Source: an optimization exercise on an open RTL-to-GDS flow (aim: a short achievable clock period and few clock cycles). Production flows keep margins and buffers that such runs may drop.
RTL that was checked went through simulation tests only; none was proved equivalent to the original.
Power is estimated from default activity; no workload was simulated.

// RV32ICore
module RV32ICore(
    input  wire        CPU_CLK,
    input  wire        CPU_RST,
    output wire [31:0] IMEM_ADDR,
    input  wire [31:0] IMEM_RDATA,
    output wire [31:0] DMEM_ADDR,
    output wire [3:0]  DMEM_WE,
    output wire [31:0] DMEM_WDATA,
    input  wire [31:0] DMEM_RDATA
    );
Size: roughly 7600 cells after synthesis, ~2100 flip-flops, ~100000 µm² of cells after synthesis.
Settings: LEC_CHECK=0, CAP_MARGIN=20, CORE_MARGIN=2, CORE_UTILIZATION=30, GPL_ROUTABILITY_DRIVEN=1, GPL_TIMING_DRIVEN=1, PLACE_DENSITY=0.45, SETUP_SLACK_MARGIN=5, SLEW_MARGIN=20, TNS_END_PERCENT=100; clock period 10.0 ns.
standard.sh (not shown) runs the stock make flow with config.mk's settings and CLKGATE_MAP_FILE= SYNTH_SCRIPT=/design/flow/synth_recipe.tcl, a recipe that flattens the netlist after the stock synthesis.
==> flow/flow/run.sh <==
#!/bin/bash
set -euo pipefail
bash standard.sh SETUP_SLACK_MARGIN=${MARGIN:-7} finish > standard_flow.log 2>&1
Change:
--- a/flow/design.v
+++ b/flow/design.v
@@ -146,33 +146,27 @@
                      | ({32{eLink}} & {elink, 2'b00});
     wire        taken  = eJal | eJalr | (eBr & brc);
     wire        eptok  = (ebt == eptgt);
     wire        eBJ    = eBr | eJal;
     wire        misT   = ev & (eBJ ? (~ept | ~eptok) : (~eJalr & ept));
     wire        misN   = ev & (eBr ? ept : eJal ? (~ept | ~eptok) : (~eJalr & ept));
     wire        jneq   = eaM ? (mres != epmi) : (ea != epmi);
     wire        misJ   = ev & eJalr & (~ept | jneq);
     wire        mis    = misJ | (brc ? misT : misN);
-    wire        sEbt   = ~misJ & (brc ? (misT & eBJ)  : (misN & eJal));
-    wire        sLink  = ~misJ & (brc ? (misT & ~eBJ) : (misN & ~eJal));
-    wire        sSeq   = ~mis;
-    wire        sDred  = sSeq & dred;
-    wire        sPred  = sSeq & ~stall & ~dred & fpt;
-    wire        sInc   = sSeq & ~stall & ~dred & ~fpt;
-    wire        sHold  = sSeq & stall;
+    wire [29:0] seq    = ({30{dred}}                     & dbt)
+                       | ({30{~dred & ~stall & fpt}}     & fptgt)
+                       | ({30{~dred & ~stall & ~fpt}}    & (pcF + 30'd1))
+                       | ({30{stall}}                    & pcF);
+    wire [29:0] nxtT   = misT ? (eBJ  ? ebt : elink) : seq;
+    wire [29:0] nxtN   = misN ? (eJal ? ebt : elink) : seq;
     wire [31:0] jtgt   = eaM ? sumMR : sumRR;
-    wire [29:0] nxt    = ({30{misJ}}  & jtgt[31:2])
-                       | ({30{sEbt}}  & ebt)
-                       | ({30{sLink}} & elink)
-                       | ({30{sDred}} & dbt)
-                       | ({30{sPred}} & fptgt)
-                       | ({30{sInc}}  & (pcF + 30'd1))
-                       | ({30{sHold}} & pcF);
+    wire [29:0] nxtB   = brc ? nxtT : nxtN;
+    wire [29:0] nxt    = misJ ? jtgt[31:2] : nxtB;
     wire [29:0] rtgt   = eJalr ? jtgt[31:2] : ebt;
     reg  [3:0]  we_n;
     reg  [31:0] wd_n;
     always @(*) begin
         case (ef3[1:0])
             2'b00:   begin we_n = 4'b0001 << sum[1:0];            wd_n = {4{S[7:0]}};  end
             2'b01:   begin we_n = sum[1] ? 4'b1100 : 4'b0011;     wd_n = {2{S[15:0]}}; end
             default: begin we_n = 4'b1111;                        wd_n = S;            end
         endcase
What happened: The changed run completed with no timing, DRC or antenna violations; global-route usage is higher by 0.18 points; total power climbs by about 6%; via count is higher by 4.1%; synthesized cell count increases by 3.8%; hold slack barely changes.
No run of this note included a check of the RTL's function; only the layout flow was run.

========
Another version of the RTL of RV32ICore (not shown whole).
Size: about 9600 cells after synthesis, about 2600 flip-flops, roughly 170 I/O pins, ~0.12 mm2 of cells after synthesis.
==> flow/config.mk <==
export PLATFORM = sky130hd
export DESIGN_NAME = RV32ICore
export DESIGN_NICKNAME = RV32ICore
export VERILOG_FILES = /design/flow/design.v
export SDC_FILE = /design/flow/constraint.sdc
export NUM_CORES = 4
export LEC_CHECK = 0
export CAP_MARGIN = 20
export CORE_MARGIN = 2
export CORE_UTILIZATION = 45
export GPL_ROUTABILITY_DRIVEN = 1
export GPL_TIMING_DRIVEN = 1
export PLACE_DENSITY = 0.6
export SETUP_SLACK_MARGIN = 5
export SLEW_MARGIN = 20
export TNS_END_PERCENT = 100
==> flow/constraint.sdc <==
create_clock -name core_clock -period 10.0 [get_ports {CPU_CLK}]
set_input_delay 2.0000 -clock core_clock [delete_from_list [all_inputs] [get_ports {CPU_CLK}]]
set_output_delay 2.0000 -clock core_clock [all_outputs]
set_load 0.01 [all_outputs]
Scripts as last shown in full above: flow/flow/run.sh
==> next run, changes <==
--- a/flow/design.v
+++ b/flow/design.v
@@ -1,17 +1,17 @@
 `timescale 1ns / 1ps
 module KSAdd #(parameter W = 32) (
     input  wire [W-1:0] a,
     input  wire [W-1:0] b,
     input  wire         cin,
     output wire [W-1:0] s
     );
-    localparam L = $clog2(W + 1);
+    localparam L = (W + 1 > 32) ? 6 : 5;     
     wire [W:0] g [0:L];
     wire [W:0] p [0:L];
     assign g[0] = {a & b, cin};
     assign p[0] = {a ^ b, 1'b0};
     genvar i, j;
     generate
         for (j = 0; j < L; j = j + 1) begin : lvl
             for (i = 0; i <= W; i = i + 1) begin : bitx
                 if (i >= (1 << j)) begin : op
@@ -26,19 +26,19 @@
     endgenerate
     assign s = p[0][W:1] ^ g[L][W-1:0];
 endmodule
 module FastCmp #(parameter W = 32) (
     input  wire [W-1:0] a,
     input  wire [W-1:0] b,
     output wire         ltu,
     output wire         eq
     );
-    localparam L = $clog2(W);
+    localparam L = (W > 32) ? 6 : 5;         
     wire [W-1:0] g [0:L];
     wire [W-1:0] p [0:L];
     assign g[0] = a & ~b;
     assign p[0] = ~(a ^ b);
     genvar i, j;
     generate
         for (j = 0; j < L; j = j + 1) begin : lvl
             for (i = 0; i < (W >> (j + 1)); i = i + 1) begin : grp
                 assign g[j+1][i] = g[j][2*i+1] | (p[j][2*i+1] & g[j][2*i]);
@@ -58,19 +58,19 @@
     input  wire        CPU_CLK,
     input  wire        CPU_RST,
     output wire [31:0] IMEM_ADDR,
     input  wire [31:0] IMEM_RDATA,
     output wire [31:0] DMEM_ADDR,
     output wire [3:0]  DMEM_WE,
     output wire [31:0] DMEM_WDATA,
     input  wire [31:0] DMEM_RDATA
     );
-    localparam BTB_IB = 5;                
+    localparam BTB_IB = 4;                
     localparam BTB_N  = 1 << BTB_IB;
     localparam BTB_TB = 8;                
     localparam BTB_XB = 12;               
     wire clk = CPU_CLK;
     wire rst = CPU_RST;
     reg  [29:0] pcF;
     reg  [29:0] pcOut;
     reg  [31:0] maddr;
     reg         f2v, f2skid, f2pt, f2hit;
@@ -225,53 +225,45 @@
     wire [31:0] rv2  = wb2 ? wdata : rv2e;
     wire aPc   = isAUI | isJAL;
     wire aZero = isLUI;
     wire bImm  = ~(isOP | isBR);
     wire aFwd  = eHit1 & use1 & ~aPc & ~aZero;
     wire bFwd  = eHit2 & use2 & ~bImm;
     wire sFwd  = eHit2 & isST;
     assign stall = dv & ((ev & eLd & eWen & ((use1 & erd == rs1) | (use2 & erd == rs2))) |
                        (mLd & mWen & ((use1 & mrd == rs1) | (use2 & mrd == rs2))) |
-                       (aFwd & bFwd) | (bFwd & fIsSub) | (fIsSub & wHit2 & ~mHit2 & wLd));
+                       (aFwd & bFwd) | (bFwd & fIsSub));
     wire [31:0] immX = isST ? immS : ((isLUI | isAUI) ? immU : immI);
     wire [31:0] aval = wb1 & ~aZero & ~aPc ? wdata :
                        (aZero ? 32'd0 : (aPc ? {dpc, 2'b00} : rv1e));
     wire [31:0] bvale = bImm ? immX : rv2e;
     wire [31:0] bval  = wb2 & ~bImm ? wdata : bvale;
-    wire [31:0] bvalx = wb2 & ~bImm ? (fIsSub ? ~wres : wdata) : (fIsSub ? ~bvale : bvale);
+    wire [31:0] bvalx = wb2 & ~bImm ? (fIsSub ? ~wdata : wdata) : (fIsSub ? ~bvale : bvale);
     wire [29:0] dbt;
     KSAdd #(30) addBT (.a(dpc), .b(dimm), .cin(1'b0), .s(dbt));
     wire [31:0] dpmi = {dptgt, 2'b00} - immI;
     assign dred = dv & ~stall & ~dpt & (isJAL | (isBR & ir[31] & ~dhit));
     wire fIsSub  = isOP & (f3 == 3'b000) & ir[30];
     wire fAluOp  = isOP | isOPI;
     wire fLink   = isJAL | isJALR;
     wire fAdd    = (~fAluOp | (f3 == 3'b000)) & ~fLink;
     wire fSll    = fAluOp & (f3 == 3'b001);
     wire fSr     = fAluOp & (f3 == 3'b101);
     wire fSlt    = fAluOp & (f3 == 3'b010);
     wire fSltu   = fAluOp & (f3 == 3'b011);
     wire fXor    = fAluOp & (f3 == 3'b100);
     wire fOr     = fAluOp & (f3 == 3'b110);
     wire fAnd    = fAluOp & (f3 == 3'b111);
     wire [BTB_IB-1:0] fidx = pcF[BTB_IB-1:0];
     wire [BTB_TB-1:0] ftag = pcF[BTB_IB+BTB_TB-1:BTB_IB];
-    reg  [BTB_N-1:0] ehitv, eptv;
-    integer q;
-    always @(*) begin
-        for (q = 0; q < BTB_N; q = q + 1) begin
-            ehitv[q] = btbV[q] & (btbTag[q] == ftag);
-            eptv[q]  = ehitv[q] & btbC[q][1];
-        end
-    end
-    wire        fhit  = ehitv[fidx];
+    wire        fhit  = btbV[fidx] & (btbTag[fidx] == ftag);
     wire [1:0]  fctr  = btbC[fidx];
-    wire        fpt   = eptv[fidx];
+    wire        fpt   = fhit & fctr[1];
     wire [29:0] fptgt = {pcF[29:BTB_XB], btbT[fidx]};
     assign IMEM_ADDR = {pcOut, 2'b00};
     wire [31:0] f2instr = f2skid ? skid : IMEM_RDATA;
     wire [31:1] f2rs1oh, f2rs2oh;
     genvar gi;
     generate
         for (gi = 1; gi < 32; gi = gi + 1) begin : rsdec
             assign f2rs1oh[gi] = (f2instr[19:15] == gi);
             assign f2rs2oh[gi] = (f2instr[24:20] == gi);
What happened:
- total power goes down by about 23%
- utilization goes down by 0.13 points
- design area went down by about 14%
- register-to-register slack gains 0.05 ns
- non-clock buffer count drops by 153
- hold slack degrades by 0.019 ns
- clock-buffer cell count falls by 59
- fmax is higher by about 1.4%
- critical path depth does not change
Testbench counts after the change, summed over its fixed seeds: cycles 310,390.
Only the layout flow was run in the first run of this note; the RTL was not checked for function there.

========
Another version of the RTL of RV32ICore (not shown whole).
Size: roughly 8,500 cells after synthesis, about 170 I/O pins, about 100,000 um^2 of cells after synthesis.
export LEC_CHECK = 0
export CAP_MARGIN = 20
export CORE_MARGIN = 2
export CORE_UTILIZATION = 30
export GPL_ROUTABILITY_DRIVEN = 1
export GPL_TIMING_DRIVEN = 1
export PLACE_DENSITY = 0.45
export SETUP_SLACK_MARGIN = 5
export SLEW_MARGIN = 20
export TNS_END_PERCENT = 100
create_clock -name core_clock -period 10.0 [get_ports {CPU_CLK}]
Scripts as last shown in full above: flow/flow/run.sh
Change:
--- a/flow/design.v
+++ b/flow/design.v
@@ -58,19 +58,19 @@
     input  wire        CPU_CLK,
     input  wire        CPU_RST,
     output wire [31:0] IMEM_ADDR,
     input  wire [31:0] IMEM_RDATA,
     output wire [31:0] DMEM_ADDR,
     output wire [3:0]  DMEM_WE,
     output wire [31:0] DMEM_WDATA,
     input  wire [31:0] DMEM_RDATA
     );
-    localparam BTB_IB = 4;                
+    localparam BTB_IB = 5;                
     localparam BTB_N  = 1 << BTB_IB;
     localparam BTB_TB = 8;                
     localparam BTB_XB = 12;               
     wire clk = CPU_CLK;
     wire rst = CPU_RST;
     reg  [29:0] pcF;
     reg  [29:0] pcOut;
     reg  [31:0] maddr;
     reg         f2v, f2skid, f2pt, f2hit;
Effect:
- final cell count goes up by 10%
- core utilization hardly moves
- routed wire length goes up by 8.3%
- critical path depth is unchanged
- setup slack degrades by 0.15 ns
- worst hold slack degrades by 0.043 ns
- die area goes up by 14%
- count of clock-buffer cells in the layout goes up by 35
- combinational power goes up by 8.3%
- sequential power goes up by about 10%
No run of this note included a check of the RTL's function; only the layout flow was run.

static timing again, ports no longer ideal:
The results above use ideal ports. As a check the final layouts listed here were re-extracted and re-timed, cells and wires unchanged. Step 1, drivers: a clkbuf_16 drives CPU_CLK and a buf_2 each remaining input, both assumed. Step 2 moves the port delays by t, midway between the first and last clock arrival at a register: inputs arrive t later, outputs are due t later. That takes back most of the time a late clock gives input paths. Slacks: no drivers / after step 1 / after step 2; pairs: no drivers / after step 1.
run | t, ns | setup slack, ns | hold slack, ns | worst data-port slew with drivers (ns) | pins driven straight from the clock port
the first run of note 1 | 0.992 | 5.847 / 5.847 / 5.532 | 0.326 / 0.326 / 0.326 | 0.19 | 1
the second run of note 1 | 1.030 | 6.143 / 6.143 / 5.492 | 0.329 / 0.329 / 0.329 | 0.16 | 1
the first run of note 2 | 1.014 | 6.481 / 6.463 / 5.838 | 0.307 / 0.307 / 0.307 | 0.16 | 1
the second run of note 2 | 0.992 | 6.528 / 6.508 / 5.564 | 0.289 / 0.289 / 0.289 | 0.24 | 1
the first run of note 3 | 1.004 | 6.443 / 6.338 / 5.334 | 0.325 / 0.325 / 0.325 | 0.32 | 1
the second run of note 3 | 1.018 | 6.291 / 6.291 / 5.658 | 0.282 / 0.282 / 0.282 | 0.10 | 1
After both steps every run listed still meets setup and hold. The setup slack of the first run of note 3, which loses most, moves by -0.105 ns with the drivers and by -1.109 ns with both steps.
